What follows belongs to an exercise in optimizing a design on an open flow for small area; a production flow would make more cautious choices. The RTL was checked by simulation tests, not by an equivalence proof against the original design. Power and IR drop assume default switching activity.

===== design/flow/config.mk =====
export PLATFORM = sky130hd
export DESIGN_NAME = game_design
export DESIGN_NICKNAME = game_design
export VERILOG_FILES = /design/flow/design.v
export SDC_FILE = /design/flow/constraint.sdc
export NUM_CORES = 4
export LEC_CHECK = 0
export CAP_MARGIN = 20
export CORE_MARGIN = 2
export CORE_UTILIZATION = 40
export SLEW_MARGIN = 20

===== design/flow/constraint.sdc =====
create_clock -name core_clock -period 5.0 [get_ports {clk}]
set_input_delay 1.0000 -clock core_clock [delete_from_list [all_inputs] [get_ports {clk}]]
set_output_delay 1.0000 -clock core_clock [all_outputs]
set_load 0.01 [all_outputs]

===== design/flow/design.v =====
`timescale 1ns/1ps
module game_design #(
    parameter AUTO_SPAWN = 1    
)(
    input  wire clk,
    input  wire rst_n,
    input  wire left,
    input  wire right,
    input  wire shoot,
    input  wire        enemy_spawn,
    input  wire [4:0]  enemy_init_x,
    input  wire [3:0]  enemy_init_y,
    output reg  [4:0]  player_x,
    output reg  [3:0]  player_y,
    output reg  [4:0]  bullet_x,
    output reg  [3:0]  bullet_y,
    output reg         bullet_active,
    output reg  [4:0]  enemy0_x,
    output reg  [3:0]  enemy0_y,
    output reg         enemy0_active,
    output reg  [4:0]  enemy1_x,
    output reg  [3:0]  enemy1_y,
    output reg         enemy1_active,
    output reg  [4:0]  enemy2_x,
    output reg  [3:0]  enemy2_y,
    output reg         enemy2_active,
    output reg         hit,
    output reg  [7:0]  hit_count,
    output reg  [7:0]  score
);
    localparam COLS = 20;
    localparam ROWS = 15;
    localparam PLAYER_ROW = ROWS - 1;    
    localparam BULLET_TIMER = 2;
    localparam ENEMY_TIMER  = 3;
    localparam SPAWN_TIMER  = 10;
    reg [3:0] bullet_timer_cnt;
    reg [3:0] enemy0_timer_cnt;
    reg [3:0] enemy1_timer_cnt;
    reg [3:0] enemy2_timer_cnt;
    reg [7:0] spawn_timer_cnt;
    reg [7:0] lfsr;
    integer active_count;
    always @(posedge clk or negedge rst_n) begin
        if (!rst_n) begin
            player_x <= 10;
            player_y <= PLAYER_ROW[3:0];
            bullet_active <= 0;
            bullet_x <= 0;
            bullet_y <= 0;
            bullet_timer_cnt <= 0;
            enemy0_active <= 0; enemy0_x <= 0; enemy0_y <= 0; enemy0_timer_cnt <= 0;
            enemy1_active <= 0; enemy1_x <= 0; enemy1_y <= 0; enemy1_timer_cnt <= 0;
            enemy2_active <= 0; enemy2_x <= 0; enemy2_y <= 0; enemy2_timer_cnt <= 0;
            hit <= 0;
            hit_count <= 0;
            score <= 0;
            spawn_timer_cnt <= 0;
            lfsr <= 8'hA5;
        end
        else begin
            hit <= 0;
            lfsr <= {lfsr[6:0],
                     (lfsr[7] ^ lfsr[5] ^ lfsr[4] ^ lfsr[3])
                    };
            if (left && !right) begin
                if (player_x > 0) player_x <= player_x - 1;
            end
            else if (right && !left) begin
                if (player_x < COLS-1) player_x <= player_x + 1;
            end
            if (shoot && !bullet_active) begin
                bullet_active <= 1'b1;
                bullet_x <= player_x;
                bullet_y <= PLAYER_ROW - 1;
                bullet_timer_cnt <= 0;
            end
            if (enemy_spawn) begin
                if (!enemy0_active) begin
                    enemy0_active <= 1;
                    enemy0_x <= enemy_init_x;
                    enemy0_y <= enemy_init_y;
                    enemy0_timer_cnt <= 0;
                end
                else if (!enemy1_active) begin
                    enemy1_active <= 1;
                    enemy1_x <= enemy_init_x;
                    enemy1_y <= enemy_init_y;
                    enemy1_timer_cnt <= 0;
                end
                else if (!enemy2_active) begin
                    enemy2_active <= 1;
                    enemy2_x <= enemy_init_x;
                    enemy2_y <= enemy_init_y;
                    enemy2_timer_cnt <= 0;
                end
            end
if (AUTO_SPAWN) begin
    spawn_timer_cnt <= spawn_timer_cnt + 1;
    if (spawn_timer_cnt >= SPAWN_TIMER) begin
        spawn_timer_cnt <= 0;
 active_count = 0;
if (enemy0_active) active_count = active_count + 1;
if (enemy1_active) active_count = active_count + 1;
if (enemy2_active) active_count = active_count + 1;
        if (active_count < 2) begin
            if (!enemy0_active) begin
                enemy0_active <= 1;
                enemy0_x <= (lfsr[4:0] & 5'h13);    
                enemy0_y <= 0;
                enemy0_timer_cnt <= 0;
            end
            else if (!enemy1_active) begin
                enemy1_active <= 1;
                enemy1_x <= (lfsr[4:0] & 5'h13);    
                enemy1_y <= 0;
                enemy1_timer_cnt <= 0;
            end
            else if (!enemy2_active) begin
                enemy2_active <= 1;
                enemy2_x <= (lfsr[4:0] & 5'h13);    
                enemy2_y <= 0;
                enemy2_timer_cnt <= 0;
            end
        end
        else begin
            if (lfsr[0] == 1'b1 && !enemy2_active) begin
                enemy2_active <= 1;
                enemy2_x <= (lfsr[4:0] & 5'h13);    
                enemy2_y <= 0;
                enemy2_timer_cnt <= 0;
            end
        end
    end
end
            if (bullet_active) begin
                bullet_timer_cnt <= bullet_timer_cnt + 1;
                if (bullet_timer_cnt >= BULLET_TIMER-1) begin
                    bullet_timer_cnt <= 0;
                    if (bullet_y > 0) bullet_y <= bullet_y - 1;
                    else bullet_active <= 0;
                end
            end
            if (enemy0_active) begin
                enemy0_timer_cnt <= enemy0_timer_cnt + 1;
                if (enemy0_timer_cnt >= ENEMY_TIMER-1) begin
                    enemy0_timer_cnt <= 0;
                    if (enemy0_y < ROWS-1) enemy0_y <= enemy0_y + 1;
                    else enemy0_active <= 0;
                end
            end
            if (enemy1_active) begin
                enemy1_timer_cnt <= enemy1_timer_cnt + 1;
                if (enemy1_timer_cnt >= ENEMY_TIMER-1) begin
                    enemy1_timer_cnt <= 0;
                    if (enemy1_y < ROWS-1) enemy1_y <= enemy1_y + 1;
                    else enemy1_active <= 0;
                end
            end
            if (enemy2_active) begin
                enemy2_timer_cnt <= enemy2_timer_cnt + 1;
                if (enemy2_timer_cnt >= ENEMY_TIMER-1) begin
                    enemy2_timer_cnt <= 0;
                    if (enemy2_y < ROWS-1) enemy2_y <= enemy2_y + 1;
                    else enemy2_active <= 0;
                end
            end
            if (bullet_active) begin
                if (enemy0_active &&
                    bullet_x == enemy0_x &&
                    bullet_y == enemy0_y) begin
                    hit <= 1;
                    bullet_active <= 0;
                    enemy0_active <= 0;
                    score <= score + 1;
                    hit_count <= hit_count + 1;
                end
                else if (enemy1_active &&
                         bullet_x == enemy1_x &&
                         bullet_y == enemy1_y) begin
                    hit <= 1;
                    bullet_active <= 0;
                    enemy1_active <= 0;
                    score <= score + 1;
                    hit_count <= hit_count + 1;
                end
                else if (enemy2_active &&
                         bullet_x == enemy2_x &&
                         bullet_y == enemy2_y) begin
                    hit <= 1;
                    bullet_active <= 0;
                    enemy2_active <= 0;
                    score <= score + 1;
                    hit_count <= hit_count + 1;
                end
            end
        end
    end
endmodule

===== design/flow/run.sh =====
#!/bin/bash
# synth_recipe.tcl (not shown) runs the flow's synth.tcl, then flattens the netlist and writes it again
# the make line also repeats each setting of config.mk as NAME=value (left out here)
make -C /OpenROAD-flow-scripts/flow DESIGN_CONFIG=/design/flow/config.mk WORK_HOME=/design/flow/orfs CLKGATE_MAP_FILE= SYNTH_SCRIPT=/design/flow/synth_recipe.tcl finish

==> impl_metrics.tcl <==
set metrics [dict create \
    core_area_mm2 0.01211 \
    synth.distinct_cells 58 \
    cpPeakStageDelay_ns 0.66 \
    nFillCells 1109 \
    synth_top_area_share_pct 44.02 \
    max_slew_margin_pct 42.25 \
    cp.arrival_ns 3.03 \
    antenna_found_initial 0 \
    synthXorXnorAreaFrac_pct 8.929 \
    drt_iter0_drc 199 \
    syn_area_per_cell_um2 10.69 \
    via_per_inst 5.274 \
    clk_path_buf_depth 2 \
    yosys.area_share.simple_pct 16.56 \
    synth_area_leaders "dfrtp_1 (44%), xor2_1 (7.0%), ha_1 (5.8%), nand2_1 (3.5%), dfstp_2 (3.2%)" \
    hold_start "lfsr[6]" \
    numCtsBuffers 9 \
    path_delay_family "compound AO/OA/AOI/OAI gates" \
    synth_edf_count 0 \
    synth_top_family_by_area "simple AND/OR/NAND/NOR gates" \
    period_needed_ns 2.815 \
    synth_cells 468 \
    crit_chain "inv_2 > ha_1 > nand2b_1 > a221oi_2 > nand3_1 > a31oi_1 > o21ai_0" \
    hold_viol 0 \
    grt_overflow 0 \
    initial_core_util_pct 41.30 \
    cts_tree "built" \
    grtUsageMet3_pct 2.824 \
    synthesis.area_mm2 0.005002 \
    grt_pass1_wl_mm 19.55 \
    clkSlewWorstSetupHoldPaths_ns 0.06 \
    reg2reg_from "enemy0_active" \
    cts_resized 0 \
    slew_viol_final 0 \
    ir_drop_uv 259.4 \
    combPwrFrac_pct 42.4 \
    ioPinCount 81 \
    ctsHoldBuffers 0 \
    max_cap_viol_count 0 \
    setup_viol 0 \
    skew_ns 0.007822 \
    grt-busiest-layer "met2" \
    grt_use_met1_pct 27.71 \
    p_switching_mw 1.454 \
    layout-drive-gt1-share_pct 10.42 \
    routabilityCongestion 0.8287 \
    layout_commonest_cell "dfrtp_1" \
    crit_start "enemy0_active" \
    yosys.area.top_type "dfrtp_1" \
    grt.total_usage_pct 19.23 \
    synth.area.mux_share_pct 4.202 \
    dieArea_mm2 0.01342 \
    synth_warnings 1 \
    cts-root-buf "clkbuf_16" \
    worstSetupEndpointType "register" \
    diodes 0 \
    io_buffer_count 76 \
    synth_compound_area_share_pct 12.56 \
    ys.flop_type "dfrtp_1" \
    status "timing/DRC/antenna clean" \
    post-place-ws_ns 1.951 \
    cp-start-kind "register" \
    grt_pass1_vias 3667 \
    synth-adder-area-share_pct 6.153 \
    worstSetupPathType "reg -> reg" \
    ant_nets 0 \
    tns_ns 0 \
    placementRows 40 \
    wirelength_mm 12.28 \
    first_pass_iters 6 \
    ys_seq_area_share_pct 47.17 \
    tightest_slew_ns 0.8551 \
    dp_hpwl_mm 8.956 \
    h-tree-depth 3 \
    fin_total_pwr_mw 3.669 \
    grt_max_degree 55 \
    rsz0062_at_grt "no" \
    critPathBufInv 1 \
    layout.nets 581 \
    fmax_ghz 0.3553 \
    cp_data_required_time_ns 5.22 \
    multi_input_area_mm2 0.002451 \
    die_h_um 115.8 \
    ys_seq_elements 94 \
    p_leak_nw 2.727 \
    area_growth_pct 23.74 \
    fin_cells 715 \
    ys_async_sr_fraction_pct 100.0 \
    vias 3771 \
    sw_frac_of_total_pct 39.63 \
    internal-power_mw 2.215 \
    use_met2_pct 29.20 \
    clkPwrFrac_pct 19.8 \
    setup_ws_ns 2.185 \
    pwr_density_cell_mw_per_mm2 592.7 \
    cts_setup_buffers 0 \
    cts.sinks 94 \
    min-delay-path-class "reg -> reg" \
    chipWidth_um 115.8 \
    final_util_pct 51.11 \
    drc 0 \
    cpMaxStageDelayCell "dfrtp_1" \
    clock_latency_ns 0.35 \
    placed_cells 699 \
    p_seq_share_pct 37.8 \
    fin_crit_sh_pct 56.30 \
    critical_path.max_fanout 16 \
    wl_per_cell_um 17.17 \
    layout_common_cells "dfrtp_1 (88), clkdlybuf4s50_1 (75), nand2_1 (46), xor2_1 (40), nor2_1 (26)" \
    seq_area_mm2 0.002360 \
]
==> per-stage QoR <==
step | cell area (um2) | hold WS, ns
final | 6190 | 0.3603
after floorplan | 5025 | 0.3330
after detailed placement | 5869 | 0.3512
after global placement | 5869 | 0.3359
after CTS | 6190 | 0.3669
after global routing | 6190 | 0.3793
==> cell type report <==
class,count,area share [%]
multi-input cells,338,39.60
clock inverters,4,0.8692
inverters,22,1.334
flip-flops and latches,94,38.12
repair buffers,77,12.37
well taps,168,3.396
clock buffers,12,4.306
==> layer usage <==
layer | share of wire [%] | routed length, um
met2 | 45 | 5546
met5 | 0 | 0
met3 | 4.8 | 593
met4 | 1.9 | 231
met1 | 48 | 5904
==> path summary, 6_finish.rpt <==
check | endpoint | slack [ns] | cells past startpoint
worst max register to register | enemy1_y[2] | 2.19 | 7
worst min-delay path | lfsr[7] | 0.36 | 0
worst max-delay path | enemy1_y[2] | 2.19 | 7
min in group asynchronous | enemy0_timer_cnt[1] | 0.70 | 1
max in group asynchronous | player_x[1] | 3.31 | 2
worst min register to register | lfsr[7] | 0.36 | 0
==> synthesized netlist by cell type, types with 4 or more instances <==
master / count
buf_4: 8
dfrtp_1: 88
nand2b_1: 7
dfstp_2: 6
clkbuf_1: 5
and3_1: 4
nor2b_1: 8
a211oi_1: 4
inv_1: 20
nor4_2: 5
ha_1: 23
xor2_1: 40
a21o_1: 4
nor3_1: 7
nand4_1: 4
mux2_2: 8
nand2_1: 46
mux2i_1: 12
nor4_1: 6
nor2_1: 26
a32o_1: 6
a311oi_2: 6
nand3_1: 19
a21oi_1: 9
a31oi_1: 13
and2_1: 5
xnor2_1: 11
o21ai_0: 21
==> power by group through the flow <==
stage / sequential [mW] / combinational, mW / clock (mW)
after global placement: 1.39 / 1.52 / 0
after detailed placement: 1.40 / 1.56 / 0
after global routing: 1.43 / 1.72 / 0.778
after floorplan: 1.31 / 0.985 / 0
after CTS: 1.39 / 1.57 / 0.742
final: 1.39 / 1.56 / 0.726
==> logic make-up (layout without fill, tap and decap cells) <==
family / count (synthesis) / in the layout
simple gates: 151 / 151
compound gates: 84 / 84
mux: 20 / 20
fa+ha+maj: 24 / 24
other cells: 2 / 8
buf+inv: 42 / 115
xor+xnor: 51 / 51
flops: 94 / 94
==> registers in the layout, summed over array words and instances (netlist names), 5 cells and up <==
name,cells
player_x,5
hit_count,8
enemy2_x,5
enemy1_x,5
lfsr,8
enemy0_x,5
score,8
bullet_x,5
spawn_timer_cnt,8
==> worst reg2reg max path, cell delays in order (launching register included) <==
cell	delay [ns]
dfrtp_1	0.66
inv_2	0.16
ha_1	0.31
nand2b_1	0.18
a221oi_2	0.56
nand3_1	0.44
a31oi_1	0.28
o21ai_0	0.11

## separate check: timing with driven ports
The flow's constraints put no driver on any port. The routed layout listed below was extracted and timed again, unchanged, in two steps. Step 1, drivers: a clkbuf_16 drives clk and a buf_2 each remaining input, both assumed. Step 2, shift: input delay + t, output delay - t, t = (earliest + latest rising clock arrival at the registers) / 2. This alone moves slack from input paths to output paths. Three values: ideal, step 1, step 2; two values: the first two.
t, ns: 0.382
setup slack, ns: 2.185 / 2.185 / 1.938
worst slew at a driven data input, ns: 0.04
After both steps this run still meets setup and hold. The setup slack of this run moves by 0.000 ns with the drivers and by -0.247 ns with both steps.
